Source: an optimization exercise on an open RTL-to-GDS flow (aim: small area, a short achievable clock period and few clock cycles). Production flows keep margins and buffers that such runs may drop. For this run, only the layout was checked, not whether the RTL still works. No activity file was given, so power comes from the tool's default toggle rates.

$ cat run.sh
#!/bin/bash
# synth_recipe.tcl (not shown) runs the flow's synth.tcl, then flattens the netlist and writes it again
# the make line also repeats each setting of config.mk as NAME=value (left out here)
make -C /OpenROAD-flow-scripts/flow DESIGN_CONFIG=/design/flow/config.mk WORK_HOME=/design/flow/orfs CLKGATE_MAP_FILE= SYNTH_SCRIPT=/design/flow/synth_recipe.tcl finish
$ cat design.v
`timescale 1ns / 1ps
module cpu8080(addr,      
               data_in,   
               data_out,  
               readmem,   
               writemem,  
               intr,      
               inta,      
               reset,     
               clock);    
   output [15:0] addr;
   input  [7:0]  data_in;
   output [7:0]  data_out;
   output        readmem;
   output        writemem;
   input         intr;
   output        inta;
   input         reset;
   input         clock;
   localparam S_EX   = 3'd0;  
   localparam S_1    = 3'd1;
   localparam S_2    = 3'd2;
   localparam S_3    = 3'd3;
   localparam S_4    = 3'd4;
   localparam S_HALT = 3'd5;  
   localparam S_IA   = 3'd6;  
   localparam S_F0   = 3'd7;  
   localparam A_PC = 3'd0, A_HL = 3'd1, A_BC = 3'd2, A_DE = 3'd3,
              A_SP = 3'd4, A_SM2 = 3'd5, A_WZ = 3'd6;
   localparam D_SRC = 3'd0, D_A = 3'd1, D_L = 3'd2, D_H = 3'd3,
              D_PL = 3'd4, D_PH = 3'd5, D_PCL = 3'd6, D_PCH = 3'd7;
   reg    [7:0]  A, B, C, D, E, H, L;
   reg    [7:0]  T;               
   reg    [15:0] SP, PC, WZ;
   reg    [7:0]  IR;
   reg    [2:0]  st;
   reg           fS, fZ, fAC, fP, fCY;
   reg           ei;
   wire   [2:0]  dd = IR[5:3];
   wire   [2:0]  ss = IR[2:0];
   wire   [1:0]  rp = IR[5:4];
   wire g0 = IR[7:6] == 2'b00;
   wire g1 = IR[7:6] == 2'b01;
   wire g2 = IR[7:6] == 2'b10;
   wire g3 = IR[7:6] == 2'b11;
   wire i_hlt   = IR == 8'h76;
   wire i_movrm = g1 && ss == 3'd6 && dd != 3'd6;
   wire i_movmr = g1 && dd == 3'd6 && ss != 3'd6;
   wire i_movrr = g1 && dd != 3'd6 && ss != 3'd6;
   wire i_alu   = g2;
   wire i_alum  = g2 && ss == 3'd6;
   wire i_lxi   = g0 && IR[3:0] == 4'h1;
   wire i_dad   = g0 && IR[3:0] == 4'h9;
   wire i_stax  = g0 && !IR[5] && IR[3:0] == 4'h2;
   wire i_ldax  = g0 && !IR[5] && IR[3:0] == 4'hA;
   wire i_shld  = IR == 8'h22;
   wire i_lhld  = IR == 8'h2A;
   wire i_sta   = IR == 8'h32;
   wire i_lda   = IR == 8'h3A;
   wire i_incx  = g0 && IR[2:0] == 3'd3;   
   wire i_incdec= g0 && IR[2:1] == 2'b10;  
   wire i_indm  = i_incdec && dd == 3'd6;
   wire i_mvi   = g0 && ss == 3'd6;
   wire i_mvim  = i_mvi && dd == 3'd6;
   wire i_rot   = g0 && ss == 3'd7 && !IR[5];
   wire i_daa   = IR == 8'h27;
   wire i_cma   = IR == 8'h2F;
   wire i_stc   = IR == 8'h37;
   wire i_cmc   = IR == 8'h3F;
   wire i_rcc   = g3 && ss == 3'd0;
   wire i_pop   = g3 && IR[3:0] == 4'h1;
   wire i_ret   = IR == 8'hC9;
   wire i_pchl  = IR == 8'hE9;
   wire i_sphl  = IR == 8'hF9;
   wire i_jcc   = g3 && ss == 3'd2;
   wire i_jmp   = IR == 8'hC3;
   wire i_xthl  = IR == 8'hE3;
   wire i_xchg  = IR == 8'hEB;
   wire i_di    = IR == 8'hF3;
   wire i_ei    = IR == 8'hFB;
   wire i_ccc   = g3 && ss == 3'd4;
   wire i_push  = g3 && IR[3:0] == 4'h5;
   wire i_call  = IR == 8'hCD;
   wire i_alui  = g3 && ss == 3'd6;
   wire i_rst   = g3 && ss == 3'd7;
   reg fl;
   always @* case (dd[2:1])
      2'd0: fl = fZ;
      2'd1: fl = fCY;
      2'd2: fl = fP;
      default: fl = fS;
   endcase
   wire cond = fl == dd[0];
   wire i_retx  = i_ret || (i_rcc && cond);             
   wire i_callx = i_call || (i_ccc && cond);            
   wire i_imm2  = i_shld || i_lhld || i_sta || i_lda || i_jmp || i_jcc ||
                  i_call || i_ccc;                      
   reg [7:0] src_s, src_d;
   always @* case (ss)
      3'd0: src_s = B; 3'd1: src_s = C; 3'd2: src_s = D; 3'd3: src_s = E;
      3'd4: src_s = H; 3'd5: src_s = L; 3'd6: src_s = T; default: src_s = A;
   endcase
   always @* case (dd)
      3'd0: src_d = B; 3'd1: src_d = C; 3'd2: src_d = D; 3'd3: src_d = E;
      3'd4: src_d = H; 3'd5: src_d = L; 3'd6: src_d = T; default: src_d = A;
   endcase
   wire [7:0] flagbyte = { fS, fZ, 1'b0, fAC, 1'b0, fP, 1'b1, fCY };
   reg  [7:0] rpl, rph;  
   always @* case (rp)
      2'd0: begin rpl = C; rph = B; end
      2'd1: begin rpl = E; rph = D; end
      2'd2: begin rpl = L; rph = H; end
      default: begin rpl = g3 ? flagbyte : SP[7:0]; rph = g3 ? A : SP[15:8]; end
   endcase
   reg [7:0] aa, bb;
   reg [2:0] aop;
   always @* begin
      aa = A; bb = src_s; aop = dd;
      if (i_incdec) begin
         aa = src_d; bb = 8'd1; aop = IR[0] ? 3'd2 : 3'd0;
      end else if (i_dad) begin
         aa = st[0] ? H : L; bb = st[0] ? rph : rpl; aop = st[0] ? 3'd1 : 3'd0;
      end else if (i_daa) begin
         bb = st[0] ? 8'h60 : 8'h06; aop = 3'd0;
      end
   end
   wire       asub = aop == 3'd2 || aop == 3'd3 || aop == 3'd7;
   wire       acin = aop == 3'd1 ? fCY : aop == 3'd3 ? ~fCY : asub;
   wire [7:0] bx   = bb ^ {8{asub}};
   wire [4:0] slo  = {1'b0, aa[3:0]} + {1'b0, bx[3:0]} + {4'd0, acin};
   wire [4:0] shi  = {1'b0, aa[7:4]} + {1'b0, bx[7:4]} + {4'd0, slo[4]};
   wire       arith = !aop[2] || aop == 3'd7;
   reg  [7:0] ares;
   always @* case (aop)
      3'd4: ares = aa & bb;
      3'd5: ares = aa ^ bb;
      3'd6: ares = aa | bb;
      default: ares = {shi[3:0], slo[3:0]};
   endcase
   wire a_cy = arith & (shi[4] ^ asub);
   wire a_ac = arith & (slo[4] ^ asub);
   wire a_z  = ares == 8'd0;
   wire a_p  = ~^ares;
   wire c8   = shi[4];        
   wire daa1 = (A[3:0] > 4'd9) || fAC;
   wire daa2 = (A[7:4] > 4'd9) || fCY;
   reg  [15:0] idu_in;
   reg         idu_dec;
   always @* begin
      idu_in = SP; idu_dec = 1'b0;
      if (i_incx) begin
         case (rp)
            2'd0: idu_in = {B, C};
            2'd1: idu_in = {D, E};
            2'd2: idu_in = {H, L};
            default: idu_in = SP;
         endcase
         idu_dec = IR[3];
      end else if (i_shld || i_lhld) idu_in = WZ;
      else if (i_push || i_rst || i_callx) idu_dec = 1'b1;
      else if (i_xthl) idu_dec = st[0];
   end
   wire [15:0] idu = idu_dec ? idu_in - 16'd1 : idu_in + 16'd1;
   wire [15:0] pcinc = PC + 16'd1;
   wire [15:0] spm2 = SP - 16'd2;
   reg       rd, wr, ia, fin;
   reg [2:0] asel, dsel;
   always @* begin
      rd = 1'b0; wr = 1'b0; ia = 1'b0; fin = 1'b0; asel = A_PC; dsel = D_SRC;
      case (st)
         S_F0: fin = 1'b1;
         S_IA: ia = 1'b1;
         S_HALT: ;
         S_EX: begin
            if (i_hlt || i_dad || i_daa || i_pchl) ;
            else if (i_movrm || i_alum || i_indm) begin rd = 1'b1; asel = A_HL; end
            else if (i_movmr) begin wr = 1'b1; asel = A_HL; dsel = D_SRC; end
            else if (i_alui || i_mvi || i_lxi || i_imm2) rd = 1'b1;
            else if (i_stax) begin wr = 1'b1; asel = IR[4] ? A_DE : A_BC; dsel = D_A; end
            else if (i_ldax) begin rd = 1'b1; asel = IR[4] ? A_DE : A_BC; end
            else if (i_retx || i_pop || i_xthl) begin rd = 1'b1; asel = A_SP; end
            else if (i_push) begin wr = 1'b1; asel = A_SM2; dsel = D_PL; end
            else if (i_rst) begin wr = 1'b1; asel = A_SM2; dsel = D_PCL; end
            else fin = 1'b1;
         end
         S_1: begin
            if (i_mvim) begin wr = 1'b1; asel = A_HL; dsel = D_SRC; end
            else if (i_indm) ;
            else if (i_lxi || i_imm2) rd = 1'b1;
            else if (i_retx || i_pop || i_xthl) begin rd = 1'b1; asel = A_SP; end
            else if (i_push) begin wr = 1'b1; asel = A_SP; dsel = D_PH; end
            else if (i_rst) begin wr = 1'b1; asel = A_SP; dsel = D_PCH; end
            else fin = 1'b1;
         end
         S_2: begin
            if (i_indm) begin wr = 1'b1; asel = A_HL; dsel = D_SRC; end
            else if (i_shld) begin wr = 1'b1; asel = A_WZ; dsel = D_L; end
            else if (i_sta) begin wr = 1'b1; asel = A_WZ; dsel = D_A; end
            else if (i_lhld || i_lda) begin rd = 1'b1; asel = A_WZ; end
            else if (i_callx) begin wr = 1'b1; asel = A_SM2; dsel = D_PCL; end
            else if (i_xthl) begin wr = 1'b1; asel = A_SP; dsel = D_L; end
            else fin = 1'b1;
         end
         S_3: begin
            if (i_shld) begin wr = 1'b1; asel = A_WZ; dsel = D_H; end
            else if (i_lhld) begin rd = 1'b1; asel = A_WZ; end
            else if (i_callx) begin wr = 1'b1; asel = A_SP; dsel = D_PCH; end
            else if (i_xthl) begin wr = 1'b1; asel = A_SP; dsel = D_H; end
            else fin = 1'b1;
         end
         default: fin = 1'b1;  
      endcase
      if (fin) rd = 1'b1;
   end
   reg [15:0] addr;
   always @* case (asel)
      A_PC:  addr = PC;
      A_HL:  addr = {H, L};
      A_BC:  addr = {B, C};
      A_DE:  addr = {D, E};
      A_SP:  addr = SP;
      A_SM2: addr = spm2;
      default: addr = WZ;
   endcase
   reg [7:0] data_out;
   always @* case (dsel)
      D_SRC: data_out = (st == S_EX) ? src_s : T;
      D_A:   data_out = A;
      D_L:   data_out = L;
      D_H:   data_out = H;
      D_PL:  data_out = rpl;
      D_PH:  data_out = rph;
      D_PCL: data_out = PC[7:0];
      default: data_out = PC[15:8];
   endcase
   assign readmem  = rd;
   assign writemem = wr;
   assign inta     = ia;
   wire ex     = st == S_EX;
   wire ei_eff = ei & ~(ex & i_di);
   wire take   = intr & ei_eff;
   always @(posedge clock) begin
      if (reset) begin
         st <= S_F0;
         PC <= 16'd0;
         ei <= 1'b1;
      end else begin
         case (st)
         S_EX: begin
            if (i_hlt) st <= S_HALT;
            else if (!fin) st <= S_1;
            if (i_movrr) begin
               case (dd)
                  3'd0: B <= src_s; 3'd1: C <= src_s; 3'd2: D <= src_s;
                  3'd3: E <= src_s; 3'd4: H <= src_s; 3'd5: L <= src_s;
                  default: A <= src_s;
               endcase
            end
            if (i_movrm || i_mvi) begin
               case (dd)
                  3'd0: B <= data_in; 3'd1: C <= data_in; 3'd2: D <= data_in;
                  3'd3: E <= data_in; 3'd4: H <= data_in; 3'd5: L <= data_in;
                  3'd6: T <= data_in; default: A <= data_in;
               endcase
            end
            if (i_alum || i_indm || i_alui) T <= data_in;
            if (i_ldax) A <= data_in;
            if (i_alu && !i_alum) begin
               if (aop != 3'd7) A <= ares;
               fS <= ares[7]; fZ <= a_z; fP <= a_p; fCY <= a_cy; fAC <= a_ac;
            end
            if (i_incdec && !i_indm) begin
               case (dd)
                  3'd0: B <= ares; 3'd1: C <= ares; 3'd2: D <= ares;
                  3'd3: E <= ares; 3'd4: H <= ares; 3'd5: L <= ares;
                  default: A <= ares;
               endcase
               fS <= ares[7]; fZ <= a_z; fP <= a_p; fAC <= a_ac;
            end
            if (i_incx) begin
               case (rp)
                  2'd0: {B, C} <= idu;
                  2'd1: {D, E} <= idu;
                  2'd2: {H, L} <= idu;
                  default: SP <= idu;
               endcase
            end
            if (i_lxi || i_pop) begin
               case (rp)
                  2'd0: C <= data_in;
                  2'd1: E <= data_in;
                  2'd2: L <= data_in;
                  default: if (g3) begin
                     fS <= data_in[7]; fZ <= data_in[6]; fAC <= data_in[4];
                     fP <= data_in[2]; fCY <= data_in[0];
                  end else SP[7:0] <= data_in;
               endcase
            end
            if (i_alui || i_mvi || i_lxi || i_imm2) PC <= pcinc;
            if (i_imm2 || i_retx || i_xthl) WZ[7:0] <= data_in;
            if (i_retx || i_pop || i_xthl || i_push || i_rst) SP <= idu;
            if (i_dad) begin L <= ares; fCY <= c8; end
            if (i_daa && daa1) begin A <= ares; fAC <= c8; end
            if (i_pchl) PC <= {H, L};
            if (i_rot) begin
               case (IR[4:3])
                  2'd0: begin A <= {A[6:0], A[7]}; fCY <= A[7]; end
                  2'd1: begin A <= {A[0], A[7:1]}; fCY <= A[0]; end
                  2'd2: begin A <= {A[6:0], fCY}; fCY <= A[7]; end
                  default: begin A <= {fCY, A[7:1]}; fCY <= A[0]; end
               endcase
            end
            if (i_cma) A <= ~A;
            if (i_stc) fCY <= 1'b1;
            if (i_cmc) fCY <= ~fCY;
            if (i_xchg) begin D <= H; E <= L; H <= D; L <= E; end
            if (i_sphl) SP <= {H, L};
         end
         S_1: begin
            st <= S_2;
            if (i_alum || i_alui) begin
               if (aop != 3'd7) A <= ares;
               fS <= ares[7]; fZ <= a_z; fP <= a_p; fCY <= a_cy; fAC <= a_ac;
            end
            if (i_dad) begin H <= ares; fCY <= c8; end
            if (i_daa && daa2) begin A <= ares; fCY <= c8; end
            if (i_indm) begin
               T <= ares;
               fS <= ares[7]; fZ <= a_z; fP <= a_p; fAC <= a_ac;
            end
            if (i_lxi) begin
               case (rp)
                  2'd0: B <= data_in;
                  2'd1: D <= data_in;
                  2'd2: H <= data_in;
                  default: SP[15:8] <= data_in;
               endcase
            end
            if (i_pop) begin
               case (rp)
                  2'd0: B <= data_in;
                  2'd1: D <= data_in;
                  2'd2: H <= data_in;
                  default: A <= data_in;
               endcase
            end
            if (i_lxi || i_shld || i_lhld || i_sta || i_lda || i_call || i_ccc ||
                (i_jcc && !cond)) PC <= pcinc;
            if (i_jmp || (i_jcc && cond) || i_retx) PC <= {data_in, WZ[7:0]};
            if (i_imm2 || i_xthl) WZ[15:8] <= data_in;
            if (i_retx || i_pop || i_xthl || i_push || i_rst) SP <= idu;
            if (i_rst) PC <= {10'd0, dd, 3'd0};
         end
         S_2: begin
            st <= S_3;
            if (i_shld || i_lhld) WZ <= idu;
            if (i_lhld) L <= data_in;
            if (i_lda) A <= data_in;
            if (i_callx || i_xthl) SP <= idu;
            if (i_xthl) L <= WZ[7:0];
         end
         S_3: begin
            st <= S_4;
            if (i_lhld) H <= data_in;
            if (i_callx || i_xthl) SP <= idu;
            if (i_callx) PC <= WZ;
            if (i_xthl) H <= WZ[15:8];
         end
         S_HALT: begin
            if (intr && ei) begin
               st <= S_IA;
               ei <= 1'b0;
            end
         end
         S_IA: begin
            IR <= data_in;
            PC <= pcinc;
            st <= S_EX;
         end
         default: ;
         endcase
         if (fin) begin
            if (take) st <= S_IA;
            else begin
               IR <= data_in;
               PC <= pcinc;
               st <= S_EX;
            end
            ei <= (ex & i_ei) | (ei_eff & ~take);
         end
      end
   end
endmodule
$ cat config.mk
export PLATFORM = sky130hd
export DESIGN_NAME = cpu8080
export DESIGN_NICKNAME = cpu8080
export VERILOG_FILES = /design/flow/design.v
export SDC_FILE = /design/flow/constraint.sdc
export NUM_CORES = 4
export LEC_CHECK = 0
export ABC_CLOCK_PERIOD_IN_PS = 3500
export CAP_MARGIN = 20
export CORE_MARGIN = 2
export CORE_UTILIZATION = 40
export PLACE_DENSITY = 0.6
export SETUP_SLACK_MARGIN = 3.0
export SLEW_MARGIN = 20
$ cat constraint.sdc
create_clock -name core_clock -period 7.0 [get_ports {clock}]
set_input_delay 1.4000 -clock core_clock [delete_from_list [all_inputs] [get_ports {clock}]]
set_output_delay 1.4000 -clock core_clock [all_outputs]
set_load 0.01 [all_outputs]
==> run_results.csv <==
group,metric,value,unit
grt,grt_pass1_wl,164,mm
die,floorplan.rows,77,
pwr,ir_worst_vdd,0.000438,V
die,die_y,216,µm
logic_synthesis,synth_cell_type_count,101,
drt,wl_met2,45.8,mm
logic_synthesis,avgSynthCellArea,7.35,µm²
setup_path,cpLargestDelayFamily,"compound AO/OA/AOI/OAI gates",
grt,grt_usage,49.2,%
setup_path,cp.arrival,5.67,ns
die,die_area,46500,µm²
sta,maxSlewHeadroom,15.1,%
layout,final_cells,3283,
logic_synthesis,synth-simple-area-share,22.2,%
grt,grt_pass1_vias,22052,
layout,syn2layout_area_growth,39.0,%
sta,layout_setup_ws,1.61,ns
cts,cts_buffers,17,
logic_synthesis,synth-edff-count,109,
place,placed_cell_area,19200,µm²
sta,slew_violations,0,
flow_run,drv_cap,0,
drt,avgViaCountPerCell,7.52,
cts,clk_pin_slew_worst_paths,0.07,ns
logic_synthesis,synth_area_leader_cell,"edfxtp_1",
setup_path,crit_buf_inv,6,
drt,wl_met3,20.9,mm
drt,drt-initial-drc-count,5013,
die,io-pin-count,38,
layout,stdcell_area,24900,µm²
setup_path,endpoint_kind,"flop",
sta,worstMarginPinSlew,1.27,ns
grt,antenna_found_initial,7,
cts,cts_max_level,4,
sta,holdWs,0.508,ns
drt,routed.top_layer,"met5",
grt,grt_max_degree,35,
drt,ant_nets,0,
logic_synthesis,synth_cells,2436,
layout,fin_nets,2729,
layout,final_util,56.3,%
drt,wl_met1,42.2,mm
die,initial_core_util,40.5,%
run_status,status,"finished clean",
place,hpwl,76.7,mm
sta,final-setup-viol-count,0,
logic_synthesis,ys_ff_latch,129,
setup_path,cp_common_cell,"fa_2",
drt,firstDrtPassIters,14,
drt,wl_per_cell,36.7,µm
die,core-area,44200,µm²
pwr,power.density,497,nW/µm²
setup_path,worstPathRequired,7.28,ns
logic_synthesis,ys.flop_type,"edfxtp_1",
pwr,p_leak,9.60,nW
logic_synthesis,synthArstFlopShare,0,%
grt,grt.overflow.total,0,
cts,cts.sinks,129,
logic_synthesis,muxShareOfSynthArea,10.5,%
logic_synthesis,yosys_warnings,1,
place,detailedPlace.worstSlack,0.894,ns
sta,rsz0062_at_grt,"true",
cts,clk_latency,0.53,ns
setup_path,path_max_fanout,5,
logic_synthesis,synth_xor_xnor_area_share,3.57,%
logic_synthesis,yosys.area_share.adder,3.49,%
logic_synthesis,synth_area_leaders,"edfxtp_1 18%, nand2_1 7.7%, o21ai_0 5.5%, mux2i_1 5.3%, a21oi_1 5.2%",
layout,drive_gt1_share,33.8,%
logic_synthesis,synth_compound_gate_area_share,33.3,%
sta,timing.fmax,186,MHz
place,portBuffers,37,
logic_synthesis,syn_nets,2494,
cts,clk_path_buf_depth,2,
min_path,worstHoldPathType,"flop to flop",
sta,min_period_over_period,77.0,%
logic_synthesis,yosysTopAreaCellShare,18.3,%
setup_path,slowest_stage,"edfxtp_1",
die,die_w,216,µm
setup_path,cp_slowest_stage_delay,0.52,ns
logic_synthesis,ys_seq_area_share,20.5,%
place,routabilityCongestion,1.17,
layout,n_fill_cell,4010,
sta,tns,0,ns
setup_path,critical_path_class,"flop to flop",
drt,vias,24697,
pwr,finalPower,12.4,mW
logic_synthesis,synth_top_family_by_area,"compound AO/OA/AOI/OAI gates",
setup_path,startpoint_type,"flop",
sta,min_period,5.39,ns
drt,drc_errors,0,
setup_path,worstPathCellList,"buf_6, buf_12, mux2_2, o22ai_1, a31oi_1, o311a_1, o21ai_2, xnor2_2, inv_1, fa_2, inv_2, a21o_1, a21oi_2, fa_2, inv_2, fa_2, mux2i_4, buf_12, nor2_2, a2111oi_2, a2111oi_1, a311o_1",
drt,routed_wl,121,mm
cts,cts_tree,"built",
cts,cts_root_buf,"clkbuf_16",
sta,clock_skew,0.0267,ns
logic_synthesis,netlist_area,17900,µm²
place,dp_cells,2946,
sta,hold_violations,0,
cells in the final DEF, fill, tap and decap left out, drive strengths merged, types with 41 or more instances in the layout:
master	synthesis	layout
o21ai	206	206
o211ai	96	96
xnor2	49	49
edfxtp	109	109
a31oi	41	41
a21oi	188	188
ha	42	42
nand3	66	66
mux2i	96	96
o22ai	57	57
nor2	199	200
mux2	47	47
inv	39	45
nor3	63	63
buf	60	436
nand2	369	369
Yosys cell counts, drive strengths merged (37+ instances only):
cell type  number
clkbuf        179
a21oi         188
edfxtp        109
nor3           63
inv            39
xnor2          49
ha             42
o211ai         96
buf            60
nand3          66
mux2i          96
o22ai          57
nor2          199
a22oi          37
nand2         369
o21ai         206
a31oi          41
mux2           47
power breakdown:
group / switching (mW) / internal, mW / total [mW]
logic: 5.80 / 4.28 / 10.1
clock network: 0.469 / 0.496 / 0.965
registers: 0.294 / 1.04 / 1.33
total: 6.56 / 5.81 / 12.4
cell families (layout without fill, tap and decap cells):
logic type               count (synthesis)  after routing
adder cells (fa/ha/maj)                 47             47
multiplexers                           160            160
buffers and inverters                  280            525
flip-flops                             129            129
XOR/XNOR                                73             73
AO/OA/AOI/OAI                          889            890
other                                    0              7
AND/OR/NAND/NOR                        858            860
layer usage:
metal	up-vias	GRT usage, %
li1	9734	-
met2	2533	66.1
met4	6	35.6
met1	11597	61.1
met3	827	22.8
met5	-	0.417
cell type report:
cell class	count	area [µm²]	share of cell area (%)
clock inverter	15	144	0.578
multi-input combinational	2030	15300	61.5
timing repair buffer	452	4420	17.8
inverter	41	169	0.679
tap	592	741	2.98
sequential	129	3680	14.8
clock buffer	17	425	1.71
antenna	7	17.5	0.0704
timing repair:
action                                 in CTS  in global routing
gates resized for setup                   409                293
endpoints found under the hold margin       0                  0
pin swaps                                 100                171
setup buffers                             178                100
setup endpoints to repair                 143                125
gates cloned                               15                  5
hold buffers                                0                  0
worst paths after layout:
path / startpoint / endpoint / slack [ns] / cells past startpoint
worst max-delay path: IR[4] / H[5] / 1.61 / 22
worst min-delay path: st[0] / st[0] / 0.51 / 1
worst max register to register: IR[4] / H[5] / 1.61 / 22
worst min register to register: st[0] / st[0] / 0.51 / 1

static timing again, ports no longer ideal:
The results above use ideal ports. As a check the final layout listed here was re-extracted and re-timed, cells and wires unchanged.
Step 1: set_driving_cell puts a clkbuf_16 on clock and a buf_2 on each other input, an assumption about the parent block.
Step 2 times the ports against the registers' clock, not the clock port: input delays grow and output delays shrink by t, the midpoint of the rising clock arrivals with the driver on.
Slacks: ideal ports / drivers / drivers and shift; pairs: ideal ports / drivers.
t, ns: 0.574
setup WS [ns]: 1.611 / 1.566 / 1.611
hold WS [ns]: 0.508 / 0.508 / 0.508
latest minus earliest clock arrival (ns): 0.027 / 0.027
slew at the worst register clock pin (ns): 0.09 / 0.09
After both steps this run still meets setup and hold. The setup slack of this run moves by -0.045 ns with the drivers and by 0.000 ns with both steps.
